Background: an optimization exercise with open tools, aiming at a short achievable clock period and few clock cycles. Do not read the settings as production practice. Function was checked by simulation only, so behaviour that the tests miss may differ from the original. Power and IR drop assume default switching activity.

### flow/run.sh
#!/bin/bash
# synth_recipe.tcl (not shown) runs the flow's synth.tcl, then flattens the netlist and writes it again
# the make line also repeats each setting of config.mk as NAME=value (left out here)
make -C /OpenROAD-flow-scripts/flow DESIGN_CONFIG=/design/flow/config.mk WORK_HOME=/design/flow/orfs CLKGATE_MAP_FILE= SYNTH_SCRIPT=/design/flow/synth_recipe.tcl finish
### flow/config.mk
export PLATFORM = sky130hd
export DESIGN_NAME = MIPS
export DESIGN_NICKNAME = MIPS
export VERILOG_FILES = /design/flow/design.v
export SDC_FILE = /design/flow/constraint.sdc
export NUM_CORES = 4
export LEC_CHECK = 0
export CAP_MARGIN = 20
export CORE_MARGIN = 2
export CORE_UTILIZATION = 40
export SLEW_MARGIN = 20
### flow/constraint.sdc
create_clock -name core_clock -period 10.0 [get_ports {clk_m}]
set_input_delay 2.0000 -clock core_clock [delete_from_list [all_inputs] [get_ports {clk_m}]]
set_output_delay 2.0000 -clock core_clock [all_outputs]
set_load 0.01 [all_outputs]
### flow/design.v
module MIPS
(
input clk_m,
input reset_m,
input  [31:0] mem_rdata,
output [31:0] mem_addr,
output [31:0] mem_wdata,
output        mem_we
);
localparam [31:0] RESET_PC = 32'h0040_0000;
reg  [31:0] addr_q, wd_q;
reg         we_q;
reg         m_act, m_ld;         
reg  [4:0]  m_rd;
reg         m_wen;
reg  [31:0] fpc;                 
reg  [31:0] ir, dpc;
reg         dv;
reg         xv;
reg  [31:0] xa, xb, xs, x_alt;
reg         fwdA, fwdB, fwdS;
reg  [4:0]  x_rd;
reg         x_wen;
reg         x_sub, x_and, x_or, x_slt;
reg         x_ld, x_st, x_br, x_bne, x_pred;
reg  [31:0] R;
reg  [4:0]  rdR;
reg         wenR;
assign mem_addr  = addr_q;
assign mem_wdata = wd_q;
assign mem_we    = we_q;
wire [31:0] rf [0:31];
assign rf[0] = 32'h0;
genvar gi;
generate
  for (gi = 1; gi < 32; gi = gi + 1) begin : g_rf
    reg [31:0] q;
    always @(posedge clk_m or negedge reset_m) begin
      if (!reset_m)
        q <= 32'h0;
      else if (wenR && rdR == gi)
        q <= R;
    end
    assign rf[gi] = q;
  end
endgenerate
wire [5:0]  op  = ir[31:26];
wire [4:0]  rs  = ir[25:21];
wire [4:0]  rt  = ir[20:16];
wire [4:0]  rd  = ir[15:11];
wire [5:0]  fn  = ir[5:0];
wire [31:0] simm = {{16{ir[15]}}, ir[15:0]};
wire [31:0] zimm = {16'h0, ir[15:0]};
wire d_r    = (op == 6'h00);
wire d_j    = (op == 6'h02);
wire d_beq  = (op == 6'h04);
wire d_bne  = (op == 6'h05);
wire d_br   = d_beq | d_bne;
wire d_slti = (op == 6'h0a);
wire d_andi = (op == 6'h0c);
wire d_ori  = (op == 6'h0d);
wire d_lui  = (op == 6'h0f);
wire d_ld   = (op == 6'h23);
wire d_st   = (op == 6'h2b);
wire d_rsub = d_r & (fn == 6'h22 || fn == 6'h23);
wire d_rand = d_r & (fn == 6'h24);
wire d_ror  = d_r & (fn == 6'h25);
wire d_rslt = d_r & (fn == 6'h2a);
wire [4:0] d_dst = d_r ? rd : rt;
wire       d_wen = !(d_j | d_br | d_st) && d_dst != 5'd0;
wire [31:0] rs_v = (wenR && rdR == rs) ? R : rf[rs];
wire [31:0] rt_v = (wenR && rdR == rt) ? R : rf[rt];
wire        d_bimm = !(d_r | d_br);
wire [31:0] d_b    = d_lui ? {ir[15:0], 16'h0} :
                     (d_andi | d_ori) ? zimm :
                     d_bimm ? simm : rt_v;
wire [31:0] d_a    = d_lui ? 32'h0 : rs_v;
wire x_fw  = xv & x_wen;
wire d_fwA = x_fw & (x_rd == rs) & !d_lui;
wire d_fwB = x_fw & (x_rd == rt) & !d_bimm;
wire d_fwS = x_fw & (x_rd == rt);
wire [31:0] dpc4     = dpc + 32'd4;
wire [31:0] d_btgt   = dpc4 + {simm[29:0], 2'b00};
wire [31:0] d_jtgt   = {dpc4[31:28], ir[25:0], 2'b00};
wire        d_pred   = d_br & ir[15];           
wire [31:0] a = fwdA ? R : xa;
wire [31:0] b = fwdB ? R : xb;
wire [31:0] s = fwdS ? R : xs;
wire [31:0] b2  = x_sub ? ~b : b;
wire [31:0] sum = a + b2 + {31'b0, x_sub};
wire        lt  = (a[31] ^ b[31]) ? a[31] : sum[31];
wire [31:0] res = x_and ? (a & b) :
                  x_or  ? (a | b) :
                  x_slt ? {31'b0, lt} : sum;
wire        eq  = (a == b);
wire        mispred = xv & x_br & ((eq ^ x_bne) ^ x_pred);
wire d_redir = dv & (d_j | d_pred);
wire [31:0] d_raddr = d_j ? d_jtgt : d_btgt;
wire [31:0] nfpc = mispred ? x_alt : d_redir ? d_raddr : (fpc + 32'd4);
always @(posedge clk_m or negedge reset_m) begin
  if (!reset_m) begin
    addr_q <= RESET_PC;
    fpc    <= RESET_PC;
    wd_q   <= 32'h0;
    we_q   <= 1'b0;
    m_act  <= 1'b0;
    m_ld   <= 1'b0;
    m_rd   <= 5'd0;
    m_wen  <= 1'b0;
    ir     <= 32'h0;
    dpc    <= 32'h0;
    dv     <= 1'b0;
    xv     <= 1'b0;
    xa     <= 32'h0;
    xb     <= 32'h0;
    xs     <= 32'h0;
    x_alt  <= 32'h0;
    fwdA   <= 1'b0;
    fwdB   <= 1'b0;
    fwdS   <= 1'b0;
    x_rd   <= 5'd0;
    x_wen  <= 1'b0;
    x_sub  <= 1'b0;
    x_and  <= 1'b0;
    x_or   <= 1'b0;
    x_slt  <= 1'b0;
    x_ld   <= 1'b0;
    x_st   <= 1'b0;
    x_br   <= 1'b0;
    x_bne  <= 1'b0;
    x_pred <= 1'b0;
    R      <= 32'h0;
    rdR    <= 5'd0;
    wenR   <= 1'b0;
  end else if (m_act) begin
    m_act  <= 1'b0;
    we_q   <= 1'b0;
    addr_q <= fpc;
    if (m_ld) begin
      R    <= mem_rdata;
      rdR  <= m_rd;
      wenR <= m_wen;
    end
  end else begin
    if (xv & x_wen & !x_ld) begin
      R    <= res;
      rdR  <= x_rd;
      wenR <= 1'b1;
    end
    if (xv & (x_ld | x_st) & !mispred) begin
      m_act  <= 1'b1;
      m_ld   <= x_ld;
      m_rd   <= x_rd;
      m_wen  <= x_wen;
      we_q   <= x_st;
      wd_q   <= s;
      addr_q <= sum;
    end else begin
      addr_q <= nfpc;
    end
    fpc <= nfpc;
    xv     <= dv & !mispred;
    xa     <= d_a;
    xb     <= d_b;
    xs     <= rt_v;
    fwdA   <= d_fwA;
    fwdB   <= d_fwB;
    fwdS   <= d_fwS;
    x_rd   <= d_dst;
    x_wen  <= d_wen;
    x_sub  <= d_rsub | d_rslt | d_slti;
    x_and  <= d_rand | d_andi;
    x_or   <= d_ror | d_ori;
    x_slt  <= d_rslt | d_slti;
    x_ld   <= d_ld;
    x_st   <= d_st;
    x_br   <= d_br;
    x_bne  <= d_bne;
    x_pred <= d_pred;
    x_alt  <= d_pred ? dpc4 : d_btgt;
    ir  <= mem_rdata;
    dpc <= fpc;
    dv  <= !mispred & !d_redir;
  end
end
endmodule
==> metrics.md <==
| Metric | Value |
|---|---|
| Total global routing overflow | `0` |
| Yosys warning total | `1` |
| CP Class | `reg -> reg` |
| Post-Synth Adder-Cell Area | `0.02365` |
| Async S/R FF share, synth | `1.000` |
| Final Critical Period | `5.803 ns` |
| Syn_nets | `6776` |
| Area grow syn2layout | `12.33%` |
| GRT Overall Usage | `0.3797` |
| Via count | `65110` |
| Sequential area share after synthesis | `0.4714` |
| Fin. Hold Viols | `0` |
| First-pass GRT wire length | `485300 µm` |
| Crit share post-route | `0.5803` |
| Post-route cell area | `80330 µm²` |
| Clock-pin slew on the worst setup and hold paths | `0.07 ns` |
| Initial Util | `0.4017` |
| Critical path's slowest cell | `nand2_4` |
| Vias per cell | `7.280` |
| CP endpoint kind | `flop` |
| # DRC | `0` |
| Clock Skews | `0.03755 ns` |
| Core ar. | `178000 µm²` |
| Yosys top cell area share | `0.4706` |
| IO buf count | `98` |
| Hold Path Sink | `wd_q[26]` |
| Crit path max fanout | `79` |
| Boundary Pins | `99` |
| Placed Area | `75350 µm²` |
| Reg-to-reg critical path endpoint | `addr_q[27]` |
| TNS Setup | `0 ns` |
| F_max | `172.3 MHz` |
| Mapped Avg Cell Area | `10.82 µm²` |
| Final setup viols | `0` |
| Initial antenna violation count | `24` |
| First drt pass iteration count | `13` |
| Drt initial violations | `11970` |
| Internal power | `14460 µW` |
| Total CTS buffers | `147` |
| PD cells | `295.4 nW/µm²` |
| Max-slew violations | `0` |
| # hold bufs at CTS | `0` |
| Setup crit start kind | `flop` |
| R2r startpoint | `fwdB` |
| Reg2reg setup slack | `4.20 ns` |
| Die W | `426.8 µm` |
| Standard-cell row count | `155` |
| Net Sw Power | `9277 µW` |
| XOR/XNOR share of the synthesized area | `0.01960` |
| Die height | `426.8 µm` |
| Root Buffer | `clkbuf_16` |
| Maximum clock insertion buffer count | `3` |
| Tightest Pin Transition | `1.270 ns` |
| Worst slew margin | `0.1531` |
| Post-synthesis cell type count | `90` |
| Layout cells sized above 1 | `0.2387` |
| Most frequent cell after synthesis | `dfrtp_1` |
| Ys flop type | `dfrtp_1` |
| Beginning of the worst hold path | `wd_q[26]` |
| Worst Reg-to-Reg Cells | `13` |
| Seq cells post-synth | `1347` |
| Top post-synthesis cells by area | `dfrtp_1 47%, mux2_2 16%, a22oi_1 5.5%` |
| Sequential share of power | `0.429` |
| Mapped Cells | `6608` |
| Comb pwr share | `0.333` |
| Final HPWL DP | `204500 µm` |
| VDD IR max | `0.0002165 V` |
| Hold WC Path Type | `reg -> reg` |
| Gpl congestion | `1.048` |
| Setup bufs post-CTS | `0` |
| RSZ-0062 raised after global routing | `no` |
| Routed WL per cell | `39.52 µm` |
| TritonCTS clock tree | `yes` |
| Commonest cells in the netlist | `1345 x dfrtp_1, 994 x mux2_2, 574 x clkbuf_1, 524 x a22oi_1, 485 x nand2_1` |
| Critical path arrival | `6.55 ns` |
| Clock sink total | `1347` |
| H-Tree Depth | `4` |
| Worst hold stages | `2` |
| Die ar. | `182200 µm²` |
| Pin count of the biggest net entering global routing | `199` |
| Synth Area in Simple Gates | `0.08323` |
| Multiplexer share of the synthesized area | `0.1825` |
| Post-synth EDFFs | `0` |
| Slowest Stage Delay on Critical Path | `0.72 ns` |
| Nets | `6613` |
| Vias in the first global route | `60900` |
| Status | `finished clean` |
| Max-cap viol count | `0` |
| Crit-path cells | `buf_4 -> mux2i_1 -> ha_1 -> nor4_1 -> nand4_1 -> o21ai_1 -> and3_2 -> buf_4 -> nor2_1 -> nand2_4 -> inv_2 -> and3_1 -> nor4_1` |
| Post-CTS Resized | `0` |
| Net Sw Frac | `0.3909` |
| Leakage dissipation | `0.03367 µW` |
| Clock Latency Late Sink | `0.85 ns` |
| Area leader, netlist | `dfrtp_1` |
| Number of routed nets with antenna violations | `0` |
| Largest family of logic cells by synthesized area | `multiplexers` |
| Post-Syn Area | `71510 µm²` |
| Compound-gate portion of the synthesized area | `0.1816` |
| DRT Wirelength | `353400 µm` |
| Clock power share | `0.238` |
| CP required | `10.75 ns` |
-- worst max-delay path by stage --
stage / depth (start not counted) / slack [ns] / startpoint / endpoint
after global routing: 13 / 4.01 / fwdB / addr_q[27]
after global placement: 13 / 4.42 / fwdB / addr_q[27]
final: 13 / 4.20 / fwdB / addr_q[27]
after CTS: 13 / 4.36 / fwdB / addr_q[27]
after floorplan: 15 / 6.31 / fwdB / R[0]
after detailed placement: 13 / 4.39 / fwdB / addr_q[27]
-- cells in the final DEF (no fill, tap or decap), types with 15 or more instances in the layout --
cell and instances:
dfrtp_1 1338, mux2_2 994, a22oi_1 524, nand2_1 474, nor2_1 229, buf_4 197, a22o_1 191, nand3_1 183
a21oi_1 182, a221oi_1 167, o21ai_0 151, clkbuf_16 149, mux2i_1 136, ha_1 132, o21ai_1 127, xnor2_1 114
nand4_1 113, inv_1 103, a222oi_1 97, clkdlybuf4s50_1 97, nor3_1 60, a31oi_1 55, nor2_4 48, xor2_1 46
mux2_1 43, o211ai_1 39, o21a_1 39, a21o_1 34, diode_2 31, clkbuf_1 30, o31a_1 29, clkbuf_8 28
nor4_1 23, clkinv_2 21, and3_1 20, a211oi_1 19, o22ai_1 19, o31ai_1 15
-- power by group through the flow --
| stage | logic, µW | clock network, µW | registers, µW |
|---|---|---|---|
| 4_1_cts | 7630 | 5650 | 10100 |
| 3_5_place_dp | 7600 | 0 | 10100 |
| 2_1_floorplan | 5250 | 0 | 9290 |
| 5_1_grt | 8360 | 5870 | 10400 |
| 3_3_place_gp | 7440 | 0 | 10100 |
| 6_report | 7900 | 5650 | 10200 |
-- stage by stage --
step / hold slack, ns / util / total power, µW / worst slack [ns] / instances
floorplan: 0.4386 / - / 14530 / 6.312 / 6608
global placement: 0.4570 / 0.4231 / 17510 / 4.416 / 8650
detailed placement: 0.4608 / 0.4233 / 17720 / 4.393 / 8651
CTS: 0.4809 / 0.4508 / 23330 / 4.357 / 8912
global route: 0.4980 / 0.4508 / 24630 / 4.012 / 8916
finish: 0.4813 / 0.4512 / 23730 / 4.197 / 8943
-- cell families (layout without fill, tap and decap cells) --
family / after synthesis / in the layout
AO/OA/AOI/OAI: 1781 / 1781
flip-flops: 1347 / 1347
AND/OR/NAND/NOR: 1292 / 1292
multiplexers: 1174 / 1174
buffers and inverters: 720 / 669
XOR/XNOR: 160 / 160
adder cells (fa/ha/maj): 134 / 134
other: 0 / 31
-- metal layers --
layer / part of all wire / vias up / wire [µm] / GRT usage
li1: - / 24570 / - / -
met1: 0.35 / 32410 / 124300 / 0.4631
met2: 0.39 / 6086 / 138600 / 0.5157
met3: 0.15 / 2004 / 54490 / 0.1706
met4: 0.10 / 32 / 35570 / 0.2964
met5: 0.0012 / - / 437 / 0.01455
-- worst max-delay path: cells and delay by family, from the launching register on --
| family | cells | cell delay (ns) |
|---|---|---|
| mux | 1 | 0.41 |
| compound gates | 1 | 0.32 |
| flops | 1 | 0.34 |
| simple gates | 7 | 2.75 |
| fa+ha+maj | 1 | 0.29 |
| buf+inv | 3 | 1.53 |
-- sequential cells by signal, indices dropped and copies added (netlist names), 32 cells and up --
| register | flops |
|---|---|
| fpc | 32 |
| xb | 32 |
| g_rf.q | 992 |
| addr_q | 32 |
| xa | 32 |
| wd_q | 32 |
| R | 32 |
| ir | 32 |
| dpc | 32 |
| x_alt | 32 |
| xs | 32 |
-- layout make-up --
class                           instances  area, µm²
Tap cell                             2355       2947
Timing Repair Buffer                  303       2629
Fill cell                           16440      97700
Clock inverter                         54      669.4
Clock buffer                          207       4227
Multi-Input combinational cell       4541      35660
Antenna cell                           31      77.57
Inverter                              105      399.1
Sequential cell                      1347      33720
Testbench counts, summed over its fixed seeds: cycles 22,933.

-- static timing again, ports no longer ideal --
How much do the figures lean on ideal ports? The routed layout below was timed once more, with nothing changed but the port constraints. Step 1, drivers: a clkbuf_16 drives clk_m and a buf_2 each remaining input, both assumed. Step 2 times the ports against the registers' clock, not the clock port: input delays grow and output delays shrink by t, the midpoint of the rising clock arrivals with the driver on. Three values: ideal, step 1, step 2; two values: the first two.
t, ns: 0.921
setup slack, ns: 4.197 / 4.197 / 4.197
worst setup path after step 2: register to register
clock arrival spread, ns: 0.039 / 0.038
After both steps this run still meets setup and hold. The setup slack of this run moves by 0.000 ns with the drivers and by 0.000 ns with both steps.
